This is an optimization exercise on Yosys and OpenROAD, whose aim is small area and a short achievable clock period, not a production implementation. The RTL was checked by simulation tests, not by an equivalence proof against the original design. The clock cells of this run come from the design's own scripts or RTL, not from TritonCTS. The flow treats the clock pin as an ideal source. Dropping or thinning the clock tree relies on that and would not hold on a real chip. No activity file was given, so power comes from the tool's default toggle rates.

[flow/config.mk]
export PLATFORM = sky130hd
export DESIGN_NAME = atto
export DESIGN_NICKNAME = atto
export VERILOG_FILES = /design/flow/design.v
export SDC_FILE = /design/flow/constraint.sdc
export NUM_CORES = 4
export LEC_CHECK = 0
export CAP_MARGIN = 20
export CORE_MARGIN = 2
export CORE_UTILIZATION = 50
export SETUP_SLACK_MARGIN = 1.78
export SLEW_MARGIN = 20
export SYNTH_HIERARCHICAL = 1
export SYNTH_MINIMUM_KEEP_SIZE = 0
[flow/constraint.sdc]
create_clock -name core_clock -period 3.2 [get_ports {clka}]
set_input_delay 0.6400 -clock core_clock [delete_from_list [all_inputs] [get_ports {clka}]]
set_output_delay 0.6400 -clock core_clock [all_outputs]
set_load 0.01 [all_outputs]
[flow/design.v]
module g_inv   (input wire a, output wire y);                 assign y = ~a;                 endmodule
module g_nand2 (input wire a, b, output wire y);              assign y = ~(a & b);           endmodule
module g_nand3 (input wire a, b, c, output wire y);           assign y = ~(a & b & c);       endmodule
module g_nand4 (input wire a, b, c, d, output wire y);        assign y = ~(a & b & c & d);   endmodule
module g_nor2  (input wire a, b, output wire y);              assign y = ~(a | b);           endmodule
module g_nor3  (input wire a, b, c, output wire y);           assign y = ~(a | b | c);       endmodule
module g_nor2b (input wire a, b_n, output wire y);            assign y = ~(a | ~b_n);        endmodule
module g_nand2b (input wire a_n, b, output wire y);           assign y = ~(~a_n & b);        endmodule
module g_mux2i (input wire a0, a1, s, output wire y);         assign y = ~(s ? a1 : a0);     endmodule
module g_and2  (input wire a, b, output wire y);              assign y = a & b;              endmodule
module g_or2   (input wire a, b, output wire y);              assign y = a | b;              endmodule
module g_a222oi (input wire a1, a2, b1, b2, c1, c2, output wire y);
  assign y = ~((a1 & a2) | (b1 & b2) | (c1 & c2));
endmodule
module g_buf   (input wire a, output wire y);                 assign y = a;                  endmodule
module g_and3  (input wire a, b, c, output wire y);           assign y = a & b & c;          endmodule
module g_and4  (input wire a, b, c, d, output wire y);        assign y = a & b & c & d;      endmodule
module g_a22oi (input wire a1, a2, b1, b2, output wire y);    assign y = ~((a1 & a2) | (b1 & b2)); endmodule
module pair_eq #(parameter [1:0] V = 2'b00) (
    input  wire [1:0] f,
    output wire       m
  );
  generate
    if (V == 2'b11) begin : v11
      g_and2   g_m (.a(f[0]), .b(f[1]), .y(m));
    end else if (V == 2'b10) begin : v10
      g_nor2b  g_m (.a(f[0]), .b_n(f[1]), .y(m));
    end else if (V == 2'b01) begin : v01
      g_nor2b  g_m (.a(f[1]), .b_n(f[0]), .y(m));
    end else begin : v00
      g_nor2   g_m (.a(f[0]), .b(f[1]), .y(m));
    end
  endgenerate
endmodule
module pair_ne #(parameter [1:0] V = 2'b00) (
    input  wire [1:0] f,
    output wire       m_n
  );
  generate
    if (V == 2'b11) begin : v11
      g_nand2  g_m (.a(f[0]), .b(f[1]), .y(m_n));
    end else if (V == 2'b10) begin : v10
      g_nand2b g_m (.a_n(f[0]), .b(f[1]), .y(m_n));
    end else if (V == 2'b01) begin : v01
      g_nand2b g_m (.a_n(f[1]), .b(f[0]), .y(m_n));
    end else begin : v00
      g_or2    g_m (.a(f[0]), .b(f[1]), .y(m_n));
    end
  endgenerate
endmodule
module hit_pos #(parameter [3:0] V = 4'd2) (
    input  wire [3:0] f,
    output wire       y
  );
  generate
    if (V[3:2] == 2'b00 && V[1:0] == 2'b00) begin : both00
      wire lo_n;
      g_or2  g_lo (.a(f[0]), .b(f[1]), .y(lo_n));
      g_nor3 g_y  (.a(lo_n), .b(f[2]), .c(f[3]), .y(y));
    end else if (V[3:2] == 2'b00) begin : hi00
      wire lo_n;
      pair_ne #(.V(V[1:0])) m_lo (.f(f[1:0]), .m_n(lo_n));
      g_nor3 g_y (.a(lo_n), .b(f[2]), .c(f[3]), .y(y));
    end else if (V[1:0] == 2'b00) begin : lo00
      wire hi_n;
      pair_ne #(.V(V[3:2])) m_hi (.f(f[3:2]), .m_n(hi_n));
      g_nor3 g_y (.a(hi_n), .b(f[0]), .c(f[1]), .y(y));
    end else begin : none00
      wire lo_n, hi_n;
      pair_ne #(.V(V[1:0])) m_lo (.f(f[1:0]), .m_n(lo_n));
      pair_ne #(.V(V[3:2])) m_hi (.f(f[3:2]), .m_n(hi_n));
      g_nor2 g_y (.a(lo_n), .b(hi_n), .y(y));
    end
  endgenerate
endmodule
module hit_neg #(parameter [3:0] V = 4'd2) (
    input  wire [3:0] f,
    output wire       y
  );
  wire lo, hi;
  pair_eq #(.V(V[1:0])) m_lo (.f(f[1:0]), .m(lo));
  pair_eq #(.V(V[3:2])) m_hi (.f(f[3:2]), .m(hi));
  g_nand2 g_y (.a(lo), .b(hi), .y(y));
endmodule
module accept_pre (
    input  wire [1:0] pair,
    output wire       u, v, u_n, v_n
  );
  g_nor2b  g_u  (.a(pair[1]), .b_n(pair[0]), .y(u));      
  g_nor2b  g_v  (.a(pair[0]), .b_n(pair[1]), .y(v));      
  g_nand2b g_un (.a_n(pair[1]), .b(pair[0]), .y(u_n));    
  g_nand2b g_vn (.a_n(pair[0]), .b(pair[1]), .y(v_n));    
endmodule
module arb_products #(parameter X_LOCAL = 2, parameter Y_LOCAL = 2) (
    input  wire [1:0] north_pair, east_pair, pe_pair,
    input  wire       north_exp,  east_exp,  pe_exp,
    input  wire [7:0] north_dest, east_dest, pe_dest,
    output wire [32:0] p_n
  );
  wire ae_n_0;
  wire east_u;
  wire east_v;
  wire east_u_n;
  wire east_v_n;
  wire ae_n_1;
  wire ae_0;
  wire ae_1;
  wire ae_2;
  wire an_n_0;
  wire north_u;
  wire north_v;
  wire north_u_n;
  wire north_v_n;
  wire an_n_1;
  wire an_0;
  wire an_1;
  wire an_2;
  wire ap_n_0;
  wire pe_u;
  wire pe_v;
  wire pe_u_n;
  wire pe_v_n;
  wire ap_0;
  wire ap_1;
  wire ap_2;
  wire ex_n_0;
  wire ex_n_1;
  wire ex_0;
  wire ex_1;
  wire ey_n_0;
  wire ey_n_1;
  wire ey_0;
  wire nx_n_0;
  wire nx_n_1;
  wire nx_0;
  wire ny_n_0;
  wire ny_n_1;
  wire ny_0;
  wire px_n_0;
  wire px_0;
  wire py_0;
  wire w1;
  wire w2;
  wire w3;
  wire w4;
  wire w5;
  wire w6;
  wire w7;
  wire w8;
  wire w9;
  wire w10;
  wire w11;
  wire w12;
  wire w13;
  wire w14;
  wire w15;
  wire w16;
  wire w17;
  wire w18;
  wire w19;
  wire w20;
  wire w21;
  wire w22;
  wire w23;
  wire w24;
  wire w25;
  wire w26;
  wire w27;
  wire w28;
  wire w29;
  wire w30;
  wire w31;
  wire w32;
  wire w33;
  wire w34;
  wire w35;
  wire w36;
  wire w37;
  wire w38;
  wire w39;
  wire w40;
  wire w41;
  wire w42;
  wire w43;
  wire w44;
  wire w45;
  wire w46;
  wire w47;
  accept_pre d_east_pre (.pair(east_pair), .u(east_u), .v(east_v), .u_n(east_u_n), .v_n(east_v_n));
  g_mux2i d_ae_n_0 (.a0(east_v), .a1(east_u), .s(east_exp), .y(ae_n_0));    
  g_mux2i d_ae_n_1 (.a0(east_v), .a1(east_u), .s(east_exp), .y(ae_n_1));    
  g_mux2i d_ae_0 (.a0(east_v_n), .a1(east_u_n), .s(east_exp), .y(ae_0));    
  g_mux2i d_ae_1 (.a0(east_v_n), .a1(east_u_n), .s(east_exp), .y(ae_1));    
  g_mux2i d_ae_2 (.a0(east_v_n), .a1(east_u_n), .s(east_exp), .y(ae_2));    
  accept_pre d_north_pre (.pair(north_pair), .u(north_u), .v(north_v), .u_n(north_u_n), .v_n(north_v_n));
  g_mux2i d_an_n_0 (.a0(north_v), .a1(north_u), .s(north_exp), .y(an_n_0));    
  g_mux2i d_an_n_1 (.a0(north_v), .a1(north_u), .s(north_exp), .y(an_n_1));    
  g_mux2i d_an_0 (.a0(north_v_n), .a1(north_u_n), .s(north_exp), .y(an_0));    
  g_mux2i d_an_1 (.a0(north_v_n), .a1(north_u_n), .s(north_exp), .y(an_1));    
  g_mux2i d_an_2 (.a0(north_v_n), .a1(north_u_n), .s(north_exp), .y(an_2));    
  accept_pre d_pe_pre (.pair(pe_pair), .u(pe_u), .v(pe_v), .u_n(pe_u_n), .v_n(pe_v_n));
  g_mux2i d_ap_n_0 (.a0(pe_v), .a1(pe_u), .s(pe_exp), .y(ap_n_0));    
  g_mux2i d_ap_0 (.a0(pe_v_n), .a1(pe_u_n), .s(pe_exp), .y(ap_0));    
  g_mux2i d_ap_1 (.a0(pe_v_n), .a1(pe_u_n), .s(pe_exp), .y(ap_1));    
  g_mux2i d_ap_2 (.a0(pe_v_n), .a1(pe_u_n), .s(pe_exp), .y(ap_2));    
  hit_neg #(.V(X_LOCAL)) d_ex_n_0 (.f(east_dest[7:4]), .y(ex_n_0));
  hit_neg #(.V(X_LOCAL)) d_ex_n_1 (.f(east_dest[7:4]), .y(ex_n_1));
  hit_pos #(.V(X_LOCAL)) d_ex_0 (.f(east_dest[7:4]), .y(ex_0));
  hit_pos #(.V(X_LOCAL)) d_ex_1 (.f(east_dest[7:4]), .y(ex_1));
  hit_neg #(.V(Y_LOCAL)) d_ey_n_0 (.f(east_dest[3:0]), .y(ey_n_0));
  hit_neg #(.V(Y_LOCAL)) d_ey_n_1 (.f(east_dest[3:0]), .y(ey_n_1));
  hit_pos #(.V(Y_LOCAL)) d_ey_0 (.f(east_dest[3:0]), .y(ey_0));
  hit_neg #(.V(X_LOCAL)) d_nx_n_0 (.f(north_dest[7:4]), .y(nx_n_0));
  hit_neg #(.V(X_LOCAL)) d_nx_n_1 (.f(north_dest[7:4]), .y(nx_n_1));
  hit_pos #(.V(X_LOCAL)) d_nx_0 (.f(north_dest[7:4]), .y(nx_0));
  hit_neg #(.V(Y_LOCAL)) d_ny_n_0 (.f(north_dest[3:0]), .y(ny_n_0));
  hit_neg #(.V(Y_LOCAL)) d_ny_n_1 (.f(north_dest[3:0]), .y(ny_n_1));
  hit_pos #(.V(Y_LOCAL)) d_ny_0 (.f(north_dest[3:0]), .y(ny_0));
  hit_neg #(.V(X_LOCAL)) d_px_n_0 (.f(pe_dest[7:4]), .y(px_n_0));
  hit_pos #(.V(X_LOCAL)) d_px_0 (.f(pe_dest[7:4]), .y(px_0));
  hit_pos #(.V(Y_LOCAL)) d_py_0 (.f(pe_dest[3:0]), .y(py_0));
  g_nand4 g1 (an_0, ae_0, ex_n_0, ey_n_0, w1);
  g_nand4 g2 (an_1, ae_n_0, nx_0, ny_n_0, w2);
  g_nand4 g3 (an_2, ae_1, nx_n_0, ex_n_1, w3);
  g_nand4 g4 (an_0, ae_2, ap_n_0, ex_n_0, w4);
  g_nor2 g5 (ny_0, ey_n_1, w5);
  g_nand4 g6 (an_1, ae_0, ap_0, w5, w6);
  g_nor3 g7 (nx_n_1, ex_n_1, ey_n_0, w7);
  g_nand4 g8 (an_2, ae_1, ap_1, w7, w8);
  g_nand4 g9 (ae_2, ny_n_1, ex_0, ey_n_1, w9);
  g_nand4 g10 (ae_0, nx_n_0, ex_1, ey_n_0, w10);
  g_nand4 g11 (ae_1, ap_n_0, ex_0, ey_n_1, w11);
  g_nand4 g12 (an_n_0, ae_2, ex_1, ey_n_0, w12);
  g_nand4 g13 (an_0, ae_n_1, ap_2, nx_n_1, w13);
  g_nand4 g14 (an_n_1, ae_0, ap_0, ex_n_0, w14);
  g_nor2 g15 (nx_n_0, ny_n_0, w15);
  g_nor2 g16 (ex_0, ey_n_1, w16);
  g_nand4 g17 (ae_1, ap_1, w15, w16, w17);
  g_nor2 g18 (nx_0, ny_n_1, w18);
  g_nor2 g19 (ex_n_1, ey_n_0, w19);
  g_nand4 g20 (an_1, ap_2, w18, w19, w20);
  g_nor2 g21 (px_n_0, py_0, w21);
  g_nand4 g22 (an_n_0, ae_n_0, ap_0, w21, w22);
  g_nand3 g23 (an_2, ae_n_1, nx_n_1, w23);
  g_nor3 g24 (ny_0, ex_n_0, ey_0, w24);
  g_nand3 g25 (an_0, ae_2, w24, w25);
  g_nand4 g26 (an_1, ae_0, ap_n_0, ex_1, w26);
  g_nand4 g27 (an_2, nx_n_0, ny_0, ex_0, w27);
  g_nand2 g28 (ae_1, ex_n_1, w28);
  g_nand4 g29 (an_n_1, ae_n_0, ap_1, px_n_0, w29);
  g_nor3 g30 (ny_0, ex_n_0, ey_n_1, w30);
  g_nand3 g31 (ae_2, ap_2, w30, w31);
  g_nand4 g32 (an_0, ae_n_1, ap_0, nx_0, w32);
  g_nand4 g33 (an_n_0, ae_0, ap_1, ex_1, w33);
  g_nor3 g34 (nx_n_1, ny_n_0, ex_n_1, w34);
  g_nand3 g35 (an_1, ap_2, w34, w35);
  g_nand4 g36 (an_2, ae_n_0, nx_0, ny_0, w36);
  g_nor2 g37 (nx_n_0, ny_n_1, w37);
  g_nor2 g38 (ex_n_0, ey_0, w38);
  g_nand4 g39 (an_0, ap_0, w37, w38, w39);
  g_nor2 g40 (nx_n_1, ny_n_0, w40);
  g_nor2 g41 (ex_0, ey_n_0, w41);
  g_nand4 g42 (an_1, ap_1, w40, w41, w42);
  g_nand3 g43 (ae_1, ex_1, ey_0, w43);
  g_nand3 g44 (an_n_1, ae_n_1, ap_n_0, w44);
  g_nand3 g45 (ae_n_0, ap_n_0, nx_0, w45);
  g_nand3 g46 (an_n_0, ap_n_0, ex_0, w46);
  g_nand3 g47 (an_n_1, ae_n_1, px_0, w47);
  assign p_n[0] = w1;
  assign p_n[1] = w2;
  assign p_n[2] = w3;
  assign p_n[3] = w4;
  assign p_n[4] = w6;
  assign p_n[5] = w8;
  assign p_n[6] = w9;
  assign p_n[7] = w10;
  assign p_n[8] = w11;
  assign p_n[9] = w12;
  assign p_n[10] = w13;
  assign p_n[11] = w14;
  assign p_n[12] = w17;
  assign p_n[13] = w20;
  assign p_n[14] = w22;
  assign p_n[15] = w23;
  assign p_n[16] = w25;
  assign p_n[17] = w26;
  assign p_n[18] = w27;
  assign p_n[19] = w28;
  assign p_n[20] = w29;
  assign p_n[21] = w31;
  assign p_n[22] = w32;
  assign p_n[23] = w33;
  assign p_n[24] = w35;
  assign p_n[25] = w36;
  assign p_n[26] = w39;
  assign p_n[27] = w42;
  assign p_n[28] = w43;
  assign p_n[29] = w44;
  assign p_n[30] = w45;
  assign p_n[31] = w46;
  assign p_n[32] = w47;
endmodule
module arb_selects (
    input  wire [32:0] p_n,
    output wire [3:0] south_n, south_e, south_p, west_n, west_e, west_p, pe_n, pe_e, south_hold, west_hold, pe_hold
  );
  wire v1;
  wire v2;
  wire v3;
  wire v4;
  wire v5;
  wire v6;
  wire v7;
  wire v8;
  wire v9;
  wire v10;
  wire v11;
  wire v12;
  wire v13;
  wire v14;
  wire v15;
  wire v16;
  wire v17;
  wire v18;
  wire v19;
  wire v20;
  wire v21;
  wire v22;
  wire v23;
  wire v24;
  wire v25;
  wire v26;
  wire v27;
  wire v28;
  wire v29;
  wire v30;
  wire v31;
  wire v32;
  wire v33;
  wire v34;
  wire v35;
  wire v36;
  wire v37;
  wire v38;
  wire v39;
  wire v40;
  wire v41;
  wire v42;
  wire v43;
  wire v44;
  wire v45;
  wire v46;
  wire v47;
  wire v48;
  wire v49;
  wire v50;
  wire v51;
  wire v52;
  wire v53;
  wire v54;
  wire v55;
  wire v56;
  wire v57;
  wire v58;
  g_and3 h1 (p_n[0], p_n[1], p_n[2], v1);
  g_and3 h2 (p_n[3], p_n[4], p_n[5], v2);
  g_nand2 h3 (v1, v2, v3);
  g_nand2 h4 (v1, v2, v4);
  g_nand2 h5 (v1, v2, v5);
  g_nand2 h6 (v1, v2, v6);
  g_nand4 h7 (p_n[6], p_n[7], p_n[8], p_n[9], v7);
  g_nand4 h8 (p_n[6], p_n[7], p_n[8], p_n[9], v8);
  g_nand4 h9 (p_n[6], p_n[7], p_n[8], p_n[9], v9);
  g_nand4 h10 (p_n[6], p_n[7], p_n[8], p_n[9], v10);
  g_and3 h11 (p_n[10], p_n[11], p_n[12], v11);
  g_and2 h12 (p_n[13], p_n[14], v12);
  g_nand2 h13 (v11, v12, v13);
  g_nand2 h14 (v11, v12, v14);
  g_nand2 h15 (v11, v12, v15);
  g_nand2 h16 (v11, v12, v16);
  g_nand4 h17 (p_n[15], p_n[16], p_n[17], p_n[18], v17);
  g_nand4 h18 (p_n[15], p_n[16], p_n[17], p_n[18], v18);
  g_nand4 h19 (p_n[15], p_n[16], p_n[17], p_n[18], v19);
  g_nand4 h20 (p_n[15], p_n[16], p_n[17], p_n[18], v20);
  g_inv h21 (p_n[19], v21);
  g_inv h22 (p_n[19], v22);
  g_inv h23 (p_n[19], v23);
  g_inv h24 (p_n[19], v24);
  g_and3 h25 (p_n[20], p_n[21], p_n[22], v25);
  g_and2 h26 (p_n[23], p_n[24], v26);
  g_nand2 h27 (v25, v26, v27);
  g_nand2 h28 (v25, v26, v28);
  g_nand2 h29 (v25, v26, v29);
  g_nand2 h30 (v25, v26, v30);
  g_nand3 h31 (p_n[25], p_n[26], p_n[27], v31);
  g_nand3 h32 (p_n[25], p_n[26], p_n[27], v32);
  g_nand3 h33 (p_n[25], p_n[26], p_n[27], v33);
  g_nand3 h34 (p_n[25], p_n[26], p_n[27], v34);
  g_inv h35 (p_n[28], v35);
  g_inv h36 (p_n[28], v36);
  g_inv h37 (p_n[28], v37);
  g_inv h38 (p_n[28], v38);
  g_and4 h39 (p_n[0], p_n[1], p_n[2], p_n[3], v39);
  g_and4 h40 (p_n[4], p_n[5], p_n[6], p_n[7], v40);
  g_and4 h41 (p_n[8], p_n[9], p_n[10], p_n[11], v41);
  g_and3 h42 (p_n[12], p_n[13], p_n[14], v42);
  g_nand2 h43 (v39, v40, v43);
  g_nand2 h44 (v41, v42, v44);
  g_nor2 h45 (v43, v44, v45);
  g_nor2 h46 (v43, v44, v46);
  g_nor2 h47 (v43, v44, v47);
  g_nor2 h48 (v43, v44, v48);
  g_nand4 h49 (p_n[29], p_n[30], p_n[31], p_n[32], v49);
  g_nand4 h50 (p_n[29], p_n[30], p_n[31], p_n[32], v50);
  g_nand4 h51 (p_n[29], p_n[30], p_n[31], p_n[32], v51);
  g_nand4 h52 (p_n[29], p_n[30], p_n[31], p_n[32], v52);
  g_nand2 h53 (p_n[25], p_n[26], v53);
  g_nand2 h54 (p_n[27], p_n[28], v54);
  g_nor2 h55 (v53, v54, v55);
  g_nor2 h56 (v53, v54, v56);
  g_nor2 h57 (v53, v54, v57);
  g_nor2 h58 (v53, v54, v58);
  assign south_n = {v6, v5, v4, v3};
  assign south_e = {v10, v9, v8, v7};
  assign south_p = {v16, v15, v14, v13};
  assign west_n = {v20, v19, v18, v17};
  assign west_e = {v24, v23, v22, v21};
  assign west_p = {v30, v29, v28, v27};
  assign pe_n = {v34, v33, v32, v31};
  assign pe_e = {v38, v37, v36, v35};
  assign south_hold = {v48, v47, v46, v45};
  assign west_hold = {v52, v51, v50, v49};
  assign pe_hold = {v58, v57, v56, v55};
endmodule
module out_next3 #(parameter W = 48, parameter K = 3) (
    input  wire [W-1:0] a, b, c, q,
    input  wire [K-1:0] sa, sb, sc, hold,
    output wire [W-1:0] d
  );
  genvar i;
  generate
    for (i = 0; i < W; i = i + 1) begin : bit_
      wire y1, y2;
      localparam k = i * K / W;
      g_a22oi g_ab (.a1(sa[k]), .a2(a[i]), .b1(sb[k]), .b2(b[i]), .y(y1));
      g_a22oi g_cq (.a1(sc[k]), .a2(c[i]), .b1(hold[k]), .b2(q[i]), .y(y2));
      g_nand2 g_d  (.a(y1), .b(y2), .y(d[i]));
    end
  endgenerate
endmodule
module out_next2 #(parameter W = 40, parameter K = 3) (
    input  wire [W-1:0] a, b, q,
    input  wire [K-1:0] sa, sb, hold,
    output wire [W-1:0] d
  );
  genvar i;
  generate
    for (i = 0; i < W; i = i + 1) begin : bit_
      wire y1, y2;
      localparam k = i * K / W;
      g_a22oi g_ab (.a1(sa[k]), .a2(a[i]), .b1(sb[k]), .b2(b[i]), .y(y1));
      g_nand2 g_q  (.a(hold[k]), .b(q[i]), .y(y2));
      g_nand2 g_d  (.a(y1), .b(y2), .y(d[i]));
    end
  endgenerate
endmodule
module atto #(parameter X_LOCAL = 2, parameter Y_LOCAL = 2)
  (
    input   wire clka,
    input   wire rsta,
      input wire [47:0] north_channel_din,
      input wire [1:0]  north_diff_pair_din,
      input wire [47:0] east_channel_din,
      input wire [1:0]  east_diff_pair_din,
      input wire [47:0] pe_channel_din,
      input wire [1:0]  pe_diff_pair_din,
      output wire [47:0]  south_channel_dout,
      output wire [1:0]   south_diff_pair_dout,
      output wire [47:0]  west_channel_dout,
      output wire [1:0]   west_diff_pair_dout,
      output wire [39:0]  pe_channel_dout,
      output wire [1:0]   pe_diff_pair_dout,
      output wire         r2pe_ack_dout
  );
reg  n_exp, e_exp, p_exp;
wire an = (north_diff_pair_din[1] ^ n_exp) & ~(north_diff_pair_din[0] ^ n_exp);
wire ae = (east_diff_pair_din[1]  ^ e_exp) & ~(east_diff_pair_din[0]  ^ e_exp);
wire ap = (pe_diff_pair_din[1]    ^ p_exp) & ~(pe_diff_pair_din[0]    ^ p_exp);
always @(posedge clka)
  if (rsta)
    begin
      n_exp <= 1'b1;
      e_exp <= 1'b1;
      p_exp <= 1'b1;
    end
  else
    begin
      n_exp <= n_exp ^ an;
      e_exp <= e_exp ^ ae;
      p_exp <= p_exp ^ ap;
    end
wire [32:0] prod_n;
arb_products #(.X_LOCAL(X_LOCAL), .Y_LOCAL(Y_LOCAL)) products (
    .north_pair(north_diff_pair_din), .east_pair(east_diff_pair_din), .pe_pair(pe_diff_pair_din),
    .north_exp(n_exp), .east_exp(e_exp), .pe_exp(p_exp),
    .north_dest(north_channel_din[47:40]), .east_dest(east_channel_din[47:40]),
    .pe_dest(pe_channel_din[47:40]),
    .p_n(prod_n)
  );
reg [47:0] n_flit, e_flit, p_flit;
reg [32:0] prod_n_q;
reg        p_ack;
always @(posedge clka)
  begin
    n_flit   <= north_channel_din;
    e_flit   <= east_channel_din;
    p_flit   <= pe_channel_din;
    prod_n_q <= prod_n;
    p_ack    <= ap;
  end
wire [3:0] sn, se, sp, wn, we, wp, pn, pe, s_hold, w_hold, p_hold;
arb_selects selects (
    .p_n(prod_n_q),
    .south_n(sn), .south_e(se), .south_p(sp),
    .west_n(wn),  .west_e(we),  .west_p(wp),
    .pe_n(pn),    .pe_e(pe),
    .south_hold(s_hold), .west_hold(w_hold), .pe_hold(p_hold)
  );
reg [47:0] s_q, w_q;
reg [39:0] p_q;
reg        ack_q;
reg [1:0]  s_dp, w_dp, p_dp;
wire [47:0] s_d, w_d;
wire [39:0] p_d;
wire        ack_d;
out_next3 #(.W(48), .K(4)) s_next (.a(n_flit), .b(e_flit), .c(p_flit), .q(s_q),
                            .sa(sn), .sb(se), .sc(sp), .hold(s_hold), .d(s_d));
out_next3 #(.W(48), .K(4)) w_next (.a(n_flit), .b(e_flit), .c(p_flit), .q(w_q),
                            .sa(wn), .sb(we), .sc(wp), .hold(w_hold), .d(w_d));
out_next2 #(.W(40), .K(4)) p_next (.a(n_flit[39:0]), .b(e_flit[39:0]), .q(p_q),
                            .sa(pn), .sb(pe), .hold(p_hold), .d(p_d));
out_next2 #(.W(1), .K(1)) a_next (.a(p_ack), .b(p_ack), .q(ack_q),
                            .sa(pn[0]), .sb(pe[0]), .hold(p_hold[0]), .d(ack_d));
always @(posedge clka)
  begin
    s_q   <= s_d;
    w_q   <= w_d;
    p_q   <= p_d;
    ack_q <= ack_d;
  end
always @(posedge clka)
  if (rsta)
    begin
      s_dp <= 2'b10;
      w_dp <= 2'b10;
      p_dp <= 2'b10;
    end
  else
    begin
      s_dp <= s_dp ^ {2{~s_hold[0]}};
      w_dp <= w_dp ^ {2{~w_hold[0]}};
      p_dp <= p_dp ^ {2{~p_hold[0]}};
    end
assign south_channel_dout   = s_q;
assign south_diff_pair_dout = s_dp;
assign west_channel_dout    = w_q;
assign west_diff_pair_dout  = w_dp;
assign pe_channel_dout      = p_q;
assign pe_diff_pair_dout    = p_dp;
assign r2pe_ack_dout        = ack_q;
endmodule
[flow/flow/run.sh]
#!/bin/bash
# The standard ORFS layout (standard.sh), with these changes:
#  - each logic gate of the synthesised netlist starts at its cell's smallest
#    drive strength (flow/downsize.tcl, the floorplan step's PRE hook);
#  - the port buffers that buffer_ports inserts are the smallest buffer,
#    sky130_fd_sc_hd__buf_1 (repair may still resize them);
#  - the clock tree is built by flow/cts_tree.tcl, run as the CTS step's
#    PRE hook: two balanced levels of inverters (4 driven by the clock port,
#    then leaves over k-means clusters of the flip-flops), in place of
#    clock_tree_synthesis; the same hook makes each output port's buffer a
#    buf_1 and keeps it and the flip-flop driving it out of timing repair
#    (set_dont_touch). The rest of the CTS step (legalisation, timing
#    repair) and all other steps are ORFS's own.
# ORFS writes each tool's log under orfs/logs/; make's output goes to
# standard_flow.log here.
set -euo pipefail
export BUFFER_PORTS_ARGS="-buffer_cell sky130_fd_sc_hd__buf_1"
export PRE_FLOORPLAN_TCL=$PWD/flow/downsize.tcl
export PRE_CTS_TCL=$PWD/flow/cts_tree.tcl
bash standard.sh "$@" > standard_flow.log 2>&1
[flow/flow/cts_tree.tcl]
# Clock tree of two levels, built in place of clock_tree_synthesis (sourced as
# the CTS step's PRE hook, PRE_CTS_TCL):
# clka -> K1 root cells -> K2 leaf cells -> flip-flops.
# Leaves cluster the flip-flops by position (k-means), roots cluster the leaves.
# The cells are buffers or inverters; with inverters at both levels the
# flip-flops still see clka's rising edge, after two short stages.
proc tree_kmeans {pts K iters} {
  # pts: list of {x y}; returns list of assignments and centroids
  set n [llength $pts]
  set sorted [lsort -real -index 0 $pts]
  set cents {}
  for {set k 0} {$k < $K} {incr k} {
    # init: spread along a serpentine of x-sorted points
    lappend cents [lindex $sorted [expr {int(($k + 0.5) * $n / $K)}]]
  }
  for {set it 0} {$it < $iters} {incr it} {
    set asg {}
    set sx [lrepeat $K 0.0]; set sy [lrepeat $K 0.0]; set sc [lrepeat $K 0]
    foreach p $pts {
      lassign $p x y
      set best 0; set bd 1e18
      for {set k 0} {$k < $K} {incr k} {
        lassign [lindex $cents $k] kx ky
        set d [expr {hypot($x - $kx, $y - $ky)}]
        if {$d < $bd} { set bd $d; set best $k }
      }
      lappend asg $best
      lset sx $best [expr {[lindex $sx $best] + $x}]
      lset sy $best [expr {[lindex $sy $best] + $y}]
      lset sc $best [expr {[lindex $sc $best] + 1}]
    }
    for {set k 0} {$k < $K} {incr k} {
      if {[lindex $sc $k] > 0} {
        lset cents $k [list [expr {[lindex $sx $k] / [lindex $sc $k]}] [expr {[lindex $sy $k] / [lindex $sc $k]}]]
      }
    }
  }
  return [list $asg $cents $sc]
}

proc cell_output {inst} {
  foreach it [$inst getITerms] {
    if {[$it isOutputSignal]} { return $it }
  }
  error "no output on [$inst getName]"
}

proc build_clock_tree {clk_name K1 K2 root_cell leaf_cell} {
  set block [ord::get_db_block]
  set db [ord::get_db]
  set clknet [$block findNet $clk_name]
  set sinks {}
  set pts {}
  foreach it [$clknet getITerms] {
    set inst [$it getInst]
    set bb [$inst getBBox]
    lappend sinks $it
    lappend pts [list [expr {([$bb xMin] + [$bb xMax]) / 2.0}] [expr {([$bb yMin] + [$bb yMax]) / 2.0}]]
  }
  lassign [tree_kmeans $pts $K2 40] asg2 cents2 sc2
  puts "clock tree: [llength $sinks] sinks, leaf clusters $sc2"
  lassign [tree_kmeans $cents2 $K1 40] asg1 cents1 sc1
  puts "clock tree: root clusters $sc1"
  set rmaster [$db findMaster $root_cell]
  set lmaster [$db findMaster $leaf_cell]
  for {set k 0} {$k < $K1} {incr k} {
    set inst [odb::dbInst_create $block $rmaster "clkroot_$k"]
    lassign [lindex $cents1 $k] x y
    $inst setLocation [expr {int($x)}] [expr {int($y)}]
    $inst setPlacementStatus PLACED
    set net [odb::dbNet_create $block "clknet_root_$k"]
    $net setSigType CLOCK
    [$inst findITerm A] connect $clknet
    [cell_output $inst] connect $net
    set rnet($k) $net
  }
  for {set k 0} {$k < $K2} {incr k} {
    set inst [odb::dbInst_create $block $lmaster "clkleaf_$k"]
    lassign [lindex $cents2 $k] x y
    $inst setLocation [expr {int($x)}] [expr {int($y)}]
    $inst setPlacementStatus PLACED
    set net [odb::dbNet_create $block "clknet_leaf_$k"]
    $net setSigType CLOCK
    [$inst findITerm A] connect $rnet([lindex $asg1 $k])
    [cell_output $inst] connect $net
    set lnet($k) $net
  }
  set i 0
  foreach it $sinks {
    $it disconnect
    $it connect $lnet([lindex $asg2 $i])
    incr i
  }
}

proc fix_output_drivers {buf_cell} {
  set block [ord::get_db_block]
  set master [[ord::get_db] findMaster $buf_cell]
  set nb 0; set nf 0; set keep {}
  foreach bt [$block getBTerms] {
    if {[$bt getIoType] ne "OUTPUT"} { continue }
    set net [$bt getNet]
    foreach it [$net getITerms] {
      if {![$it isOutputSignal]} { continue }
      set inst [$it getInst]
      if {[string match "*buf*" [[$inst getMaster] getName]]} {
        $inst swapMaster $master
        lappend keep [$inst getName]
        incr nb
        set in [[$inst findITerm A] getNet]
        foreach it2 [$in getITerms] {
          if {[$it2 isOutputSignal] && [string match "*df*" [[[$it2 getInst] getMaster] getName]]} {
            lappend keep [[$it2 getInst] getName]
            incr nf
          }
        }
      }
    }
  }
  # power and ground pins of the new masters (before set_dont_touch, which
  # global_connect would skip)
  global_connect
  foreach name $keep { set_dont_touch [get_cells $name] }
  puts "output drivers: $nb buffers made $buf_cell, $nf flip-flops kept"
}

build_clock_tree clka 4 16 sky130_fd_sc_hd__inv_16 sky130_fd_sc_hd__clkinv_8
fix_output_drivers sky130_fd_sc_hd__buf_1
# The tree is built: the flow's own clock tree synthesis is not run, nor
# repair_clock_inverters (it would clone the tree's inverters next to each
# flip-flop).
proc clock_tree_synthesis {args} { puts "clock_tree_synthesis skipped: clock tree built by cts_tree.tcl" }
proc repair_clock_inverters {args} { puts "repair_clock_inverters skipped: clock tree built by cts_tree.tcl" }
[flow/flow/downsize.tcl]
# Sourced as the floorplan step's PRE hook (PRE_FLOORPLAN_TCL): every logic
# gate of the synthesised netlist (not the flip-flops) is set to the smallest
# drive strength of its cell; the flow's timing repair then sizes up the gates
# on critical paths. Technology mapping, run on small modules, otherwise
# picks larger strengths than the design needs.
proc downsize_gates {} {
  set db [ord::get_db]
  set block [ord::get_db_block]
  set smallest [dict create]
  foreach lib [$db getLibs] {
    foreach m [$lib getMasters] {
      set name [$m getName]
      if {![regexp {^(sky130_fd_sc_hd__[a-z0-9]+)_([0-9]+)$} $name -> base size]} { continue }
      if {[dict exists $smallest $base]} {
        lassign [dict get $smallest $base] s0 m0
        if {$size < $s0} { dict set smallest $base [list $size $m] }
      } else {
        dict set smallest $base [list $size $m]
      }
    }
  }
  set n 0
  foreach inst [$block getInsts] {
    set name [[$inst getMaster] getName]
    if {![regexp {^(sky130_fd_sc_hd__([a-z0-9]+))_([0-9]+)$} $name -> base short size]} { continue }
    if {[regexp {^(df|edf|sdf|dl|sdl|einv|ebuf|conb|tap|fill|decap|diode)} $short]} { continue }
    lassign [dict get $smallest $base] s0 m0
    if {$s0 < $size} {
      $inst swapMaster $m0
      incr n
    }
  }
  puts "downsize_gates: $n gates set to their smallest strength"
}
downsize_gates
[flow/standard.sh]
#!/bin/bash
# synth_recipe.tcl (not shown) runs the flow's synth.tcl, then flattens the netlist and writes it again
# the make line also repeats each setting of config.mk as NAME=value (left out here)
make -C /OpenROAD-flow-scripts/flow DESIGN_CONFIG=/design/flow/config.mk WORK_HOME=/design/flow/orfs CLKGATE_MAP_FILE= SYNTH_SCRIPT=/design/flow/synth_recipe.tcl "${@:-finish}"
==> flow_summary.toml <==
[power_and_ir_drop]
max-vdd-ir-drop_mv = 0.307
leakagePower_nw = 5.33
power.density_nw_per_um2 = 635

[clocking]
path_clk_slew_ns = 0.07
ctsHoldBuffers = 0
insertion_delay_ns = 0.13

[grt]
grt_pass1_wl_um = 44300
grt_pass1_vias = 8093
grt_use_total_pct = 25.3
antenna_found_initial = 0
grt_max_degree = 30
overflow = 0

[floorplanning]
num_rows = 52
start_util_pct = 51.0
dieArea_um2 = 21800
die-width_um = 148
die_h_um = 148
pin_count = 295
core_region_area_um2 = 20200

[setup_path]
critPathKind = "reg2reg"
required_ns = 3.21
startpoint = "prod_n_q[1]"
rrSetupSlack_ns = 1.79
arrival_ns = 1.42
start_kind = "flop"
r2r_end = "s_q[44]"
rr_worst_depth = 4
cp_max_fo = 12
rr_startpoint = "prod_n_q[1]"
end_kind = "flop"
cp-endpoint = "s_q[44]"

[route]
routedWlPerCell_um = 18.9
wl_met1_um = 12500
drt-pass1-iter-count = 5
top_layer = "met4"
route.detailed.drc = 0
viasPerCell = 5.50
vias = 8496
ant_nets = 0
finalWirelength_um = 29200
drt_iter0_drc = 646
met3WireLength_um = 1920
wl_met2_um = 14300

[cells_and_area]
drive_above_1_share_pct = 12.6
finalInstanceArea_um2 = 12700
fin_nets = 1427

[yosys]
syn_inst = 1011
synth_nets = 1163
ys.warnings.count = 7

[run_status]
status = "finished clean"

[sta]
tightest_slew_ns = 0.584
period_needed_ns = 1.41
setup_violations = 0
rsz0062_at_grt = "true"
tns_ns = 0
slew_headroom_pct = 61.0
hold_violations = 0
period_share_pct = 44.0
fmax_mhz = 710
maxSlewViolCount = 0
clock_skew_ns = 0.0299

[job]
drv_cap = 0

[placement]
dpl_cell_area_um2 = 11500
portBuffers = 294
gp_congestion = 0.825
hpwl_um = 20300

[hold_path]
hp-class = "reg2reg"
per-layer routing:
layer	up-vias	GRT usage, %
li1	4120	-
met1	4037	34.6
met2	300	43.5
met3	39	3.21
met4	0	5.19
met5	-	0
report_power, final:
group          switching (mW)  leakage, nW  total (mW)  internal, mW
clock                    1.37        0.149        1.68         0.312
combinational           0.944         2.48        1.55         0.601
sequential              0.307         2.70        4.87          4.56
area by class of cell:
type / instances / area (um2)
Timing Repair Buffer: 320 / 1450
Multi-Input combinational cell: 601 / 4080
Tap cell: 270 / 338
Antenna cell: 1 / 2.50
Sequential cell: 324 / 6500
Fill cell: 1783 / 7500
Inverter: 28 / 370
worst max-delay path: stages, from the launching register on:
cell,delay (ns)
dfxtp_1,0.36
and3_1,0.32
nand2_2,0.27
a22oi_1,0.26
nand2_1,0.07
sequential cells by signal (all words and copies together) (netlist names), named ones only:
| name | flops |
|---|---|
| s_q | 48 |
| p_flit | 48 |
| s_dp | 2 |
| prod_n_q | 33 |
| p_q | 40 |
| w_dp | 2 |
| w_q | 48 |
| p_dp | 2 |
| e_flit | 48 |
| n_flit | 48 |
| p_ack | 1 |
| ack_q | 1 |
how the worst min path moves through the flow:
| stage | start | endpoint | slack, ns | cells after the start |
|---|---|---|---|---|
| 6_report | p_q[11] | p_q[11] | 0.44 | 2 |
| 5_1_grt | p_q[0] | p_q[0] | 0.45 | 2 |
| 4_1_cts | p_q[16] | p_q[16] | 0.43 | 2 |
| 3_5_place_dp | p_q[8] | p_q[8] | 0.43 | 2 |
| 3_3_place_gp | p_q[23] | p_q[23] | 0.42 | 2 |
| 2_1_floorplan | p_ack | ack_q | 0.44 | 2 |
what timing repair did:
action | in CTS | in global routing
buffers inserted | 17 | 4
pin swaps | 34 | 3
gates cloned | 0 | 1
hold endpoints to repair | 0 | 0
gates resized for setup | 146 | 49
setup endpoints to repair | 153 | 135
cells in the final DEF (no fill, tap or decap), types with 5 or more instances in the layout:
cell / instances
dfxtp_1: 313
buf_1: 275
a22oi_1: 233
nand2_1: 181
nand4_1: 35
buf_4: 27
nor2_1: 23
clkinv_8: 16
nand2_2: 13
mux2i_4: 12
dfxtp_2: 11
nor2b_4: 10
nand2b_4: 10
nand2_4: 10
nand3_1: 10
nand2b_1: 8
inv_1: 8
xor2_1: 6
nor2_4: 6
buf_2: 6
nor3_4: 5
nor3_2: 5
buf_6: 5
per-stage QoR:
step / power (mW) / instances / setup slack (ns) / util (%) / hold WS (ns)
after CTS: 7.79 / 1538 / 1.63 / 62.1 / 0.428
after global routing: 8.50 / 1543 / 1.71 / 62.9 / 0.450
after detailed placement: 6.35 / 1501 / 1.41 / 56.9 / 0.429
final: 8.09 / 1544 / 1.79 / 62.9 / 0.436
after global placement: 6.32 / 1501 / 1.36 / 56.9 / 0.423
after floorplan: 5.70 / 1011 / 1.77 / - / 0.443

-- afterwards: timing with drivers on the ports --
Ports are ideal in the flow. The routed layout listed here was re-timed in OpenROAD.
Step 1, drivers: a clkbuf_16 drives clka and a buf_2 each remaining input, both assumed.
Step 2, shift: input delay + t, output delay - t, t = (earliest + latest rising clock arrival at the registers) / 2. This alone moves slack from input paths to output paths.
a / b / c = ideal ports / drivers / drivers and shift; a / b = the first two.
t (ns): 0.318
setup WS [ns]: 1.792 / 1.637 / 1.690
hold WS [ns]: 0.436 / 0.414 / 0.437
worst setup path at the end: input to register
worst slew at a driven data input, ns: 0.08
After both steps setup and hold are still met in this run. For this run, drivers alone change the setup slack by -0.155 ns; drivers and shift together by -0.102 ns.
